Source: an optimization exercise on an open RTL-to-GDS flow (aim: small area). Production flows keep margins and buffers that such runs may drop. In this exercise RTL edits were held to simulation tests only and were not proved equivalent to the original. No activity file was given, so power comes from the tool's default toggle rates.

// poly_top
module poly_top #(
	parameter a = 2,
	parameter b = 4,
	parameter c = 6,
	parameter data_width = 32
)
(
	input wire clk,rst,
	input wire [data_width-1:0] x,
	input wire in_valid,
	output wire [data_width-1:0] y,
	output wire out_valid,
	output wire [1:0] state
);
	localparam K = 21;
	reg [1:0] q;
	always @(posedge clk) begin
		if (rst | ~in_valid) q <= 2'b00;
		else q <= {q[1] | q[0], q[1] | ~q[0]};
	end
	assign state = {q[1], q[0] & ~q[1]};
	assign out_valid = q[1] & q[0];
	reg [29:0] x0, x1;
	reg [K-1:0] rlo;
	reg [30-K:0] rhi;
	reg rck;
	wire [K-1:0] lo;
	wire [30-K:0] hi;
	wire ck;
	Multiplier sqr (.x(x1), .lo(lo), .hi(hi), .ck(ck));
	always @(posedge clk) begin
		x0 <= x[29:0];
		x1 <= x0;
		rlo <= lo;
		rhi <= hi;
		rck <= ck;
	end
	wire [30-K:0] shi;
	wire [31-K:0] inc;
	assign inc[0] = rck;
	genvar i;
	generate
		for (i = 0; i < 30 - K; i = i + 1) begin : incr
			HA h (.a(rhi[i]), .b(inc[i]), .s(shi[i]), .co(inc[i+1]));
		end
	endgenerate
	assign shi[30-K] = rhi[30-K] ^ inc[30-K];
	assign y = {shi, rlo[K-1:2], 1'b1, rlo[0], 1'b0};
endmodule
Settings: LEC_CHECK=0, CAP_MARGIN=10, CORE_MARGIN=2, CORE_UTILIZATION=72, CTS_BUF_LIST=sky130_fd_sc_hd__clkbuf_8, CTS_CLUSTER_SIZE=20, SLEW_MARGIN=10, SYNTH_HIERARCHICAL=1, SYNTH_MINIMUM_KEEP_SIZE=0; clock period 9.0 ns.
standard.sh (not shown) runs the stock make flow with config.mk's settings and CLKGATE_MAP_FILE= SYNTH_SCRIPT=/design/flow/synth_recipe.tcl, a recipe that flattens the netlist after the stock synthesis.
==> flow/flow/run.sh <==
#!/bin/bash
# The standard layout (standard.sh, with the standard synthesis) with these changes:
# - after floorplan, every cell is set to its lowest drive strength (downsize.tcl);
#   timing repair upsizes the cells that need it;
# - global placement keeps none of its timing-driven buffering (GPL_KEEP_OVERFLOW=0);
# - power recovery downsizes cells with slack to spare after global routing;
# - the port buffers use the smallest buffer cell;
# - clock tree synthesis uses clkbuf_8 and adds no dummy loads.
# Each make run's full output goes to its own log file here.
set -euo pipefail
bash standard.sh synth > synth.log 2>&1
bash standard.sh \
	"POST_FLOORPLAN_TCL=$PWD/flow/downsize.tcl" \
	"GPL_KEEP_OVERFLOW=0" "RECOVER_POWER=100" \
	"BUFFER_PORTS_ARGS=-buffer_cell sky130_fd_sc_hd__buf_1" \
	"CTS_ARGS=-sink_clustering_enable -repair_clock_nets -sink_clustering_size 20 -buf_list sky130_fd_sc_hd__clkbuf_8 -dont_use_dummy_load" \
	finish > layout.log 2>&1
==> flow/flow/downsize.tcl <==
# Before placement, give every cell the lowest drive strength of its kind
# (name ending _1); timing repair later upsizes the cells that need it.
set n 0
foreach inst [get_cells *] {
  set master [get_property $inst ref_name]
  if { [regexp {^(sky130_fd_sc_hd__\w+)_([0-9]+)$} $master -> base drive] && $drive > 1 } {
    set target ${base}_1
    if { [llength [get_lib_cells -quiet $target]] > 0 } {
      replace_cell $inst $target
      incr n
    }
  }
}
puts "downsize.tcl: $n cells set to drive strength 1"
Rerun with:
CORE_UTILIZATION = 60   (was 72)
Outcome: Routed wire length goes down slightly. Worst hold slack improved by 13 ps. Total power goes down slightly. Cell count rose by a few percent. Design area rose slightly. Via count stays flat. Worst setup slack gains 240 ps. Synthesized area stays the same. Clock power fell by a few percent. Clock skew falls by 18 ps. Maximum frequency increases by a few percent.
Rerun with:
--- a/flow/flow/run.sh
+++ b/flow/flow/run.sh
@@ -15,3 +15,3 @@
 	"BUFFER_PORTS_ARGS=-buffer_cell sky130_fd_sc_hd__buf_1" \
-	"CTS_ARGS=-sink_clustering_enable -repair_clock_nets -sink_clustering_size 20 -buf_list sky130_fd_sc_hd__clkbuf_8 -dont_use_dummy_load" \
+	"CTS_ARGS=-sink_clustering_enable -repair_clock_nets -sink_clustering_size 20 -root_buf sky130_fd_sc_hd__clkbuf_8 -buf_list sky130_fd_sc_hd__clkbuf_4 -dont_use_dummy_load" \
 	finish > layout.log 2>&1
CORE_UTILIZATION = 72   (was 60)
Result:
- The new run went through all stages and came out clean
- clock-buffer cell count stays the same
- design area came out lower by 0.40%
- worst setup slack loses 240 ps
- final cell count came out lower by 2.1%

========
poly_top, a different RTL version from the one above (not shown whole).
Size: ~650 cells after synthesis, about 70 I/O pins, ~0.0075 mm² of cells after synthesis.
export LEC_CHECK = 0
export CAP_MARGIN = 0
export CORE_MARGIN = 2
export CORE_UTILIZATION = 60
export CTS_BUF_LIST = sky130_fd_sc_hd__clkbuf_8
export CTS_CLUSTER_SIZE = 20
export SLEW_MARGIN = 0
export SYNTH_HIERARCHICAL = 1
export SYNTH_MINIMUM_KEEP_SIZE = 0
create_clock -name core_clock -period 9.0 [get_ports {clk}]
==> flow/flow/run.sh <==
#!/bin/bash
# The standard layout (standard.sh, with the standard synthesis) with three changes:
# the port buffers use the smallest buffer cell, clock tree synthesis adds no
# dummy loads, and the flip-flops of x1 get a stronger drive before placement.
# Each make run's full output goes to its own log file here.
set -euo pipefail
bash standard.sh synth > synth.log 2>&1
bash standard.sh \
	"GPL_KEEP_OVERFLOW=0" "RECOVER_POWER=100" \
	"BUFFER_PORTS_ARGS=-buffer_cell sky130_fd_sc_hd__buf_1" \
	"CTS_ARGS=-sink_clustering_enable -repair_clock_nets -sink_clustering_size 60 -sink_clustering_max_diameter 300 -buf_list sky130_fd_sc_hd__clkbuf_8 -dont_use_dummy_load" \
	finish > layout.log 2>&1
The first run finished with timing, DRC and antenna clean.
Next try:
--- a/flow/flow/run.sh
+++ b/flow/flow/run.sh
@@ -9 +9 @@
-	"GPL_KEEP_OVERFLOW=0" "RECOVER_POWER=100" \
+	"POST_FLOORPLAN_TCL=$PWD/flow/upsize.tcl" "GPL_KEEP_OVERFLOW=0" "RECOVER_POWER=100" \
@@ -11 +11 @@
-	"CTS_ARGS=-sink_clustering_enable -repair_clock_nets -sink_clustering_size 60 -sink_clustering_max_diameter 300 -buf_list sky130_fd_sc_hd__clkbuf_8 -dont_use_dummy_load" \
+	"CTS_ARGS=-sink_clustering_enable -repair_clock_nets -sink_clustering_size 20 -buf_list sky130_fd_sc_hd__clkbuf_8 -dont_use_dummy_load" \
==> flow/flow/upsize.tcl (new file) <==
foreach inst [get_cells {x1*}] {
  replace_cell $inst sky130_fd_sc_hd__dfxtp_2
}
=> The new run finished with timing, DRC and antenna clean; clock-buffer cell count does not change; via count fell by 0.59%; maximum frequency came out higher by 3.8%; wire length shrinks by 6.3%; design area is higher by 0.51%; total power decreases by 0.59%; sequential share of layout area rises by 0.28 points; worst setup slack improves by 320 ps; global-route usage is lower by 1.8 points; die area does not change; combinational power hardly moves.
Next try:
==> flow/flow/run.sh (replaced) <==
#!/bin/bash
# The standard layout (standard.sh, with the standard synthesis) with two changes:
# the port buffers use the smallest buffer cell, and clock tree synthesis adds no
# dummy loads.  Each make run's full output goes to its own log file here.
set -euo pipefail
bash standard.sh synth > synth.log 2>&1
bash standard.sh \
	"BUFFER_PORTS_ARGS=-buffer_cell sky130_fd_sc_hd__buf_1" \
	"CTS_ARGS=-sink_clustering_enable -repair_clock_nets -sink_clustering_size 30 -buf_list sky130_fd_sc_hd__clkbuf_8 -dont_use_dummy_load" \
	finish > layout.log 2>&1
--- a/flow/config.mk
+++ b/flow/config.mk
@@ -10 +10 @@
-export CORE_UTILIZATION = 60
+export CORE_UTILIZATION = 75
removed: flow/flow/upsize.tcl
=> The changed run finished clean; cell count drops by about 1.2%; core utilization goes up by 16 points; clock-buffer cell count stays the same; design area rises by about 1.5%; hold slack gets worse by 13 ps; critical path depth is unchanged; combinational power stays flat; worst setup slack improved by 22 ps; non-clock buffer count increases by 25; clock power hardly moves.
Next try:
==> flow/flow/run.sh (replaced) <==
#!/bin/bash
# The standard layout (standard.sh, with the standard synthesis) with three changes:
# the port buffers use the smallest buffer cell, clock tree synthesis adds no
# dummy loads, and the flip-flops of x1 get a stronger drive before placement.
# Each make run's full output goes to its own log file here.
set -euo pipefail
bash standard.sh synth > synth.log 2>&1
bash standard.sh \
	"POST_FLOORPLAN_TCL=$PWD/flow/upsize.tcl" \
	"BUFFER_PORTS_ARGS=-buffer_cell sky130_fd_sc_hd__buf_1" \
	"CTS_ARGS=-sink_clustering_enable -repair_clock_nets -sink_clustering_size 20 -buf_list sky130_fd_sc_hd__clkbuf_8 -dont_use_dummy_load" \
	finish > layout.log 2>&1
==> flow/flow/upsize.tcl (new file) <==
foreach inst [get_cells {x1*}] {
  replace_cell $inst sky130_fd_sc_hd__dfxtp_2
}
--- a/flow/config.mk
+++ b/flow/config.mk
@@ -10 +10 @@
-export CORE_UTILIZATION = 75
+export CORE_UTILIZATION = 60
Outcome:
- core utilization came out lower by 15 points
- area after synthesis is unchanged
- via count came out lower by 5.5%
- wire length came out lower by 1.6%
- worst setup slack improved by 180 ps
- sequential share of layout area came out higher by 0.37 points
- fmax came out higher by 2.2%
- final area came out higher by 0.46%
- total power came out higher by 1.1%
- first-iteration DRC count came out lower by 13%

========
## build 9
poly_top, a different RTL version from the one above (not shown whole).
For scale: ~530 cells after synthesis, roughly 70 I/O pins, about 6900 um2 of cells after synthesis.
Settings: LEC_CHECK=0, CAP_MARGIN=10, CORE_MARGIN=2, CORE_UTILIZATION=72, CTS_BUF_LIST=sky130_fd_sc_hd__clkbuf_8, CTS_CLUSTER_SIZE=20, SLEW_MARGIN=10, SYNTH_HIERARCHICAL=1, SYNTH_MINIMUM_KEEP_SIZE=0; clock period 9.0 ns.
==> flow/flow/run.sh <==
#!/bin/bash
# The standard layout (standard.sh, with the standard synthesis) with these changes:
# - after floorplan, every cell is set to its lowest drive strength (downsize.tcl);
#   timing repair upsizes the cells that need it;
# - global placement keeps none of its timing-driven buffering (GPL_KEEP_OVERFLOW=0);
# - power recovery downsizes cells with slack to spare after global routing;
# - the port buffers use the smallest buffer cell;
# - clock tree synthesis uses clkbuf_8 and adds no dummy loads.
# Each make run's full output goes to its own log file here.
set -euo pipefail
bash standard.sh synth > synth.log 2>&1
bash standard.sh \
	"POST_FLOORPLAN_TCL=$PWD/flow/downsize.tcl" \
	"GPL_KEEP_OVERFLOW=0" "RECOVER_POWER=100" \
	"BUFFER_PORTS_ARGS=-buffer_cell sky130_fd_sc_hd__buf_1" \
	"CTS_ARGS=-sink_clustering_enable -repair_clock_nets -sink_clustering_size 20 -buf_list sky130_fd_sc_hd__clkbuf_8 -dont_use_dummy_load" \
	finish > layout.log 2>&1
Scripts as last shown in full above: flow/flow/downsize.tcl
Changes in build 34 relative to build 9:
- CORE_UTILIZATION: 72 -> 60
Findings:
Looking only at routing usage on met3, and setting everything else aside, the lower value of build 34 and build 9 goes to build 34. The shortest period the worst path allows on build 9 is in line with that on build 34. On sequential share of layout area, build 9 tracks build 34 almost exactly. Comparing build 34 and build 9, the higher share of total power in the clock network was measured on build 34. Looking at worst hold slack across build 34 and build 9, the one that comes out lower is build 9. Going from build 9 to build 34, number of buffers outside the clock class in the layout flat, total wire length after detailed routing shows a reduction of about 2%.
### build 34 -> build 57
-- flow/flow/run.sh --
<<< build 34, line 14
	"GPL_KEEP_OVERFLOW=0" "RECOVER_POWER=100" \
	"BUFFER_PORTS_ARGS=-buffer_cell sky130_fd_sc_hd__buf_1" \
	"CTS_ARGS=-sink_clustering_enable -repair_clock_nets -sink_clustering_size 20 -buf_list sky130_fd_sc_hd__clkbuf_8 -dont_use_dummy_load" \
	finish > layout.log 2>&1
>>> build 57, line 14
	"GPL_KEEP_OVERFLOW=0" "RECOVER_POWER=100" \
	"BUFFER_PORTS_ARGS=-buffer_cell sky130_fd_sc_hd__buf_1" \
	"CTS_ARGS=-sink_clustering_enable -repair_clock_nets -sink_clustering_size 20 -root_buf sky130_fd_sc_hd__clkbuf_8 -buf_list {sky130_fd_sc_hd__clkbuf_4 sky130_fd_sc_hd__clkbuf_8} -dont_use_dummy_load" \
	finish > layout.log 2>&1
==> notes.md <==
From build 34 to build 57, synthesized cell count did not move at all.
Comparing build 57 against build 34, there is no change at all in layout cell share with drive strength beyond 1.
On fraction of power consumed by sequential logic, build 57 tracks build 34 almost exactly.
Re final net count: no difference whatsoever between build 57 and build 34.
From build 57 to build 34, I/O pin total did not move at all.

========
== run 1 ==
Another version of the RTL of poly_top (not shown whole).
For scale: roughly 520 cells after synthesis, roughly 70 I/O pins, about 6900 sq um of cells after synthesis.
Settings: LEC_CHECK=0, CAP_MARGIN=5, CORE_MARGIN=2, CORE_UTILIZATION=80, CTS_BUF_LIST=sky130_fd_sc_hd__clkbuf_8, CTS_CLUSTER_SIZE=20, SLEW_MARGIN=5, SYNTH_HIERARCHICAL=1, SYNTH_MINIMUM_KEEP_SIZE=0; clock period 9.0 ns.
==> flow/flow/run.sh <==
#!/bin/bash
# The standard layout (standard.sh, with the standard synthesis) with these changes:
# - after floorplan, every cell is set to its lowest drive strength (downsize.tcl);
#   timing repair upsizes the cells that need it;
# - global placement keeps none of its timing-driven buffering (GPL_KEEP_OVERFLOW=0);
# - power recovery downsizes cells with slack to spare after global routing;
# - the port buffers use the smallest buffer cell;
# - clock tree synthesis uses clkbuf_8 and adds no dummy loads.
# Each make run's full output goes to its own log file here.
set -euo pipefail
bash standard.sh synth > synth.log 2>&1
bash standard.sh \
	"POST_FLOORPLAN_TCL=$PWD/flow/downsize.tcl" \
	"GPL_KEEP_OVERFLOW=0" "RECOVER_POWER=100" \
	"BUFFER_PORTS_ARGS=-buffer_cell sky130_fd_sc_hd__buf_1" \
	"CTS_ARGS=-sink_clustering_enable -repair_clock_nets -sink_clustering_size 20 -buf_list sky130_fd_sc_hd__clkbuf_8 -dont_use_dummy_load" \
	finish > layout.log 2>&1
Scripts as last shown in full above: flow/flow/downsize.tcl
Every stage of the flow completed for run 1, and the final layout passed the timing, design-rule and antenna checks.
Here is what was changed in the inputs of run 2 compared with run 1.
Settings: SLEW_MARGIN: 5 -> 10; CORE_UTILIZATION: 80 -> 72; CAP_MARGIN: 5 -> 10.
Findings:
Against run 1, sum of routed wire length over all layers in run 2 came out better. Compared with run 1, in run 2 total instance count after detailed placement increased by 25 relative to the old numbers; well tap count picked up an extra 24.
## Diff of input files: run 3 against run 2
Settings: swapping 72 for 86 in CORE_UTILIZATION.
--- a/flow/flow/run.sh
+++ b/flow/flow/run.sh
@@ -16 +16 @@
-	"CTS_ARGS=-sink_clustering_enable -repair_clock_nets -sink_clustering_size 20 -buf_list sky130_fd_sc_hd__clkbuf_8 -dont_use_dummy_load" \
+	"CTS_ARGS=-repair_clock_nets -buf_list sky130_fd_sc_hd__clkbuf_8 -dont_use_dummy_load" \
Notes after the runs:
No stage failed in run 3, and the final checks on the layout all came back clean. Between run 3 and run 2, it is run 3 whose part of the power in combinational logic is higher, by 1.3 points. Run 3: total chip power is about 3% higher than what run 2 reported. For run 3, the library cell contributing the largest single delay on the critical path was dfxtp_1, unlike run 2, where it was inv_1. Between run 2 and run 3, the difference in critical path required time is negligible. Looking at x dimension of the die, run 3 sits below run 2. The initial antenna violation count on run 2 is in line with that on run 3.
Inputs modified between run 3 and run 4:
Settings: CORE_UTILIZATION changed from 86 to 80.
--- a/flow/flow/run.sh
+++ b/flow/flow/run.sh
@@ -16 +16 @@
-	"CTS_ARGS=-repair_clock_nets -buf_list sky130_fd_sc_hd__clkbuf_8 -dont_use_dummy_load" \
+	"CTS_ARGS=-sink_clustering_enable -repair_clock_nets -sink_clustering_size 20 -buf_list sky130_fd_sc_hd__clkbuf_8 -dont_use_dummy_load" \
- Routed length on met2 shrinks by a few percent when moving from run 3 to run 4.
- Between run 4 and run 3, it is run 4 whose power per unit of standard cell area is lower, by 2.3%.
- Global-route usage for run 4: 4.7 points down relative to run 3
- Status | run 4 and run 3 | clean
- Area growth from synthesis to layout: run 4 vs run 3, no meaningful difference
- Sort run 4 and run 3 by register-to-register slack, ascending, and run 3 comes first.
- Between run 4 and run 3, time the final worst path needs with I/O delays and setup is higher for run 3, run 4 comes in under that.
- Worst hold margin deteriorates in run 4 relative to run 3.
- Run 4: routed via count divided by cell count is 4.2% lower than what run 3 reported.
- From run 3 to run 4 the numbers moved as follows: sequential share of layout area essentially unchanged, final critical-path setup slack moved up, total power draw went down.

## afterwards: timing with drivers on the ports
In the flow no input, the clock included, has a driving cell. The finished layouts below were timed again as built, in two steps.
Step 1 assumes that a clkbuf_16 drives the clock port and a buf_2 every other input.
Step 2 adds t to the input delays and takes it off the output delays; t is the mean of the earliest and latest rising clock arrival at the registers after step 1. Input paths then give back, and output paths get back, about the clock's delay inside the block.
a / b / c = ideal / step 1 / step 2; a / b = the first two.
run | t, ns | setup WS [ns] | worst setup path after step 2 | worst register clock-pin slew, ns
the first run of note 1 | 0.378 | 0.352 / 0.352 / 0.352 | register to register | 0.11 / 0.11
the second run of note 1 | 0.394 | 0.589 / 0.589 / 0.589 | register to register | 0.09 / 0.09
the third run of note 1 | 0.378 | 0.352 / 0.352 / 0.352 | register to register | 0.11 / 0.11
the first run of note 2 | 0.408 | 0.351 / 0.351 / 0.351 | register to register | 0.10 / 0.10
the second run of note 2 | 0.394 | 0.666 / 0.666 / 0.666 | register to register | 0.11 / 0.11
the third run of note 2 | 0.383 | 0.688 / 0.688 / 0.688 | register to register | 0.10 / 0.10
the fourth run of note 2 | 0.402 | 0.866 / 0.866 / 0.866 | register to register | 0.11 / 0.11
build 9 | 0.377 | 0.589 / 0.589 / 0.589 | register to register | 0.11 / 0.11
build 34 | 0.395 | 0.590 / 0.590 / 0.590 | register to register | 0.11 / 0.11
build 57 | 0.395 | 0.590 / 0.590 / 0.590 | register to register | 0.11 / 0.11
run 1 | 0.387 | 0.517 / 0.517 / 0.517 | register to register | 0.10 / 0.10
run 2 | 0.386 | 0.403 / 0.403 / 0.403 | register to register | 0.11 / 0.11
run 3 | 0.384 | 0.461 / 0.461 / 0.461 | register to register | 0.10 / 0.10
run 4 | 0.388 | 0.498 / 0.498 / 0.498 | register to register | 0.10 / 0.10
After both steps setup and hold are still met in every run listed.
